From an optimization exercise on the open Yosys and OpenROAD flow, aimed at small area; shortcuts taken in it are not production practice.
In this exercise RTL edits were held to simulation tests only and were not proved equivalent to the original.
Power is estimated from default activity; no workload was simulated.

## vga_pixel_gen
module vga_pixel_gen(
    h_cnt, v_cnt, valid, t_chg, ambiant, shine, clk, rst,
    state, score0, score1, cnt0, cnt1,
    vgaRed, vgaGreen, vgaBlue
    );
    input [9:0] h_cnt, v_cnt;
    input valid, ambiant, shine, clk, t_chg, rst;
    input [3:0] state;
    input [3:0] score0, score1, cnt0, cnt1;
    output [3:0] vgaRed, vgaGreen, vgaBlue;
    wire [1:0] theme, theme_d;
    vga_theme_ctrl theme_ctrl(.clk(clk), .theme_d(theme_d), .theme(theme));
    reg [1:0] bgc;
    wire [1:0] bgc_d;
    always @(posedge clk)
        bgc <= bgc_d;
    wire sfg, sfg_d;
    wire [1:0] hfg, hfg_d;
    wire [11:0] afg, afg_d;
    vga_letter2pixel letters(.clk(clk), .sfg_d(sfg_d), .hfg_d(hfg_d), .afg_d(afg_d),
        .sfg(sfg), .hfg(hfg), .afg(afg));
    vga_pixel_logic logic_(
        .h_cnt(h_cnt), .v_cnt(v_cnt), .valid(valid), .t_chg(t_chg),
        .ambiant(ambiant), .shine(shine), .rst(rst), .state(state),
        .score0(score0), .score1(score1), .cnt0(cnt0), .cnt1(cnt1),
        .theme(theme), .bgc(bgc), .sfg(sfg), .hfg(hfg), .afg(afg),
        .theme_d(theme_d), .bgc_d(bgc_d), .sfg_d(sfg_d), .hfg_d(hfg_d), .afg_d(afg_d),
        .vgaRed(vgaRed), .vgaGreen(vgaGreen), .vgaBlue(vgaBlue));
endmodule
Size: roughly 19 flip-flops, ~58 I/O pins, about 4200 um^2 of cells after synthesis.
export LEC_CHECK = 0
export CAP_MARGIN = 20
export CORE_MARGIN = 2
export CORE_UTILIZATION = 50
export CTS_BUF_LIST = sky130_fd_sc_hd__clkbuf_8
export GPL_TIMING_DRIVEN = 0
export SLEW_MARGIN = 20
create_clock -name core_clock -period 12.0 [get_ports {clk}]
standard.sh (not shown) runs the stock make flow with config.mk's settings and CLKGATE_MAP_FILE= SYNTH_SCRIPT=/design/flow/synth_recipe.tcl, a recipe that flattens the netlist after the stock synthesis.
==> flow/flow/run.sh <==
#!/bin/bash
# Own layout flow: the standard flow, with two changes:
#  - synthesis is the standard synthesis script, but Yosys's abc call maps
#    with an area-oriented script (flow/abc_area_map.script) instead of ORFS's
#    delay-oriented one; registers, names, flattening and renaming unchanged.
#  - port buffers use the smallest buffer (sky130_fd_sc_hd__buf_1).
# Each tool's output goes to a log file of its own in this folder.
set -euo pipefail
W=$(pwd)
cat > "$W/own_synth.tcl" <<EOT
proc abc {args} {
  puts "own flow: abc mapping script replaced by '$W/flow/abc_area_map.script'"
  set i [lsearch -exact \$args -script]
  if {\$i >= 0} { lset args [expr {\$i + 1}] {$W/flow/abc_area_map.script} }
  yosys abc {*}\$args
}
source {$W/synth_recipe.tcl}
EOT
sed "s#SYNTH_SCRIPT=[^ ]*#SYNTH_SCRIPT=$W/own_synth.tcl#" standard.sh > own_standard.sh
grep -q "own_synth.tcl" own_standard.sh
bash own_standard.sh synth > "$W/log_synth.txt" 2>&1
bash own_standard.sh "BUFFER_PORTS_ARGS=-buffer_cell sky130_fd_sc_hd__buf_1" finish > "$W/log_layout.txt" 2>&1
test -f out/final.def
==> flow/flow/abc_area_map.script <==
&get -n
&dch -f
&nf -p -R 1000 -C 32 -F 8
&put
Rerun with:
- GPL_TIMING_DRIVEN: 0 -> not set
The changed run finished with timing, DRC and antenna clean.
Design area shrinks by 0.79%.
Non-clock buffer count shrinks by 3.
Power drops by 1.5%.

---

== the previous run ==
vga_pixel_gen, a different RTL version from the one above (not shown whole).
For scale: ~660 cells after synthesis, about 19 flip-flops, ~58 I/O pins, about 0.0040 sq mm of cells after synthesis.
==> flow/config.mk <==
export PLATFORM = sky130hd
export DESIGN_NAME = vga_pixel_gen
export DESIGN_NICKNAME = vga_pixel_gen
export VERILOG_FILES = /design/flow/design.v
export SDC_FILE = /design/flow/constraint.sdc
export NUM_CORES = 4
export LEC_CHECK = 0
export CAP_MARGIN = 20
export CORE_MARGIN = 2
export CORE_UTILIZATION = 50
export CTS_BUF_LIST = sky130_fd_sc_hd__clkbuf_8
export SLEW_MARGIN = 20
==> flow/constraint.sdc <==
create_clock -name core_clock -period 12.0 [get_ports {clk}]
set_input_delay 2.4000 -clock core_clock [delete_from_list [all_inputs] [get_ports {clk}]]
set_output_delay 2.4000 -clock core_clock [all_outputs]
set_load 0.01 [all_outputs]
==> flow/flow/run.sh <==
#!/bin/bash
set -euo pipefail
W=$(pwd)
cat > "$W/own_synth.tcl" <<EOT
proc abc {args} {
  puts "own flow: abc mapping script replaced by '$W/flow/abc_area_map.script'"
  set i [lsearch -exact \$args -script]
  if {\$i >= 0} { lset args [expr {\$i + 1}] {$W/flow/abc_area_map.script} }
  yosys abc {*}\$args
}
source {$W/synth_recipe.tcl}
EOT
sed "s#SYNTH_SCRIPT=[^ ]*#SYNTH_SCRIPT=$W/own_synth.tcl#" standard.sh > own_standard.sh
grep -q "own_synth.tcl" own_standard.sh
bash own_standard.sh synth > "$W/log_synth.txt" 2>&1
bash own_standard.sh "BUFFER_PORTS_ARGS=-buffer_cell sky130_fd_sc_hd__buf_1" finish > "$W/log_layout.txt" 2>&1
test -f out/final.def
==> flow/flow/abc_area_map.script <==
&get -n
&dch -f
&nf -p -R 1000 -C 32 -F 8
&put
mfs3 -ae
mfs3 -ae
Edits applied to the flow inputs when going from the previous run to the current run:
--- a/flow/flow/run.sh
+++ b/flow/flow/run.sh
@@ -1,2 +1,8 @@
 #!/bin/bash
+# Own layout flow: the standard flow, with two changes:
+#  - synthesis is the standard synthesis script, but Yosys's abc call maps
+#    with an area-oriented script (flow/abc_area_map.script) instead of ORFS's
+#    delay-oriented one; registers, names, flattening and renaming unchanged.
+#  - port buffers use the smallest buffer (sky130_fd_sc_hd__buf_1).
+# Each tool's output goes to a log file of its own in this folder.
 set -euo pipefail
==> flow/flow/abc_area_map.script <==
&get -n
&dch -f
&nf -p -R 1000 -C 32 -F 8
&put
[summary]
- Compared with the previous run, the current run has extra setup slack.
- Synthesized cell count essentially unchanged between the previous run and the current run.
- The previous run has lower final layout net count than the current run.
- Diff the previous run -> the current run: final-layout non-clock buffer area share up 1.0 points, total sequential power up about 0.6%, final routed wire length divided by cell count up about 2.2%, number of filler cells placed in the layout down 0.75%.
- Total I/O pin count of the current run is on par with the previous run.
- Reported leakage power, the previous run and the current run: smaller value in the previous run

-- separate check: timing with driven ports --
The flow's constraints put no driver on any port. The routed layouts listed below were extracted and timed again, unchanged, in two steps. Step 1 (the two cells are an assumption about what drives the block):
set clk [get_ports {clk}]
set_driving_cell -lib_cell sky130_fd_sc_hd__clkbuf_16 $clk
set_driving_cell -lib_cell sky130_fd_sc_hd__buf_2 [delete_from_list [all_inputs] $clk]
Step 2, shift: input delay + t, output delay - t, t = (earliest + latest rising clock arrival at the registers) / 2. This alone moves slack from input paths to output paths. a / b / c = no drivers / after step 1 / after step 2; a / b = the first two.
run	t, ns	setup WS [ns]	hold slack, ns	latest minus earliest clock arrival (ns)
the first run of note 1	0.296	0.610 / 0.591 / 0.591	0.522 / 0.522 / 0.522	0.003 / 0.003
the second run of note 1	0.295	1.136 / 1.114 / 1.114	0.508 / 0.508 / 0.508	0.003 / 0.003
the previous run	0.294	1.082 / 1.055 / 1.055	0.509 / 0.509 / 0.509	0.013 / 0.013
the current run	0.292	1.308 / 1.278 / 1.278	0.511 / 0.511 / 0.511	0.005 / 0.006
After both steps setup and hold are still met in every run listed. The setup slack of the current run, which loses most, moves by -0.030 ns with the drivers and by -0.030 ns with both steps.
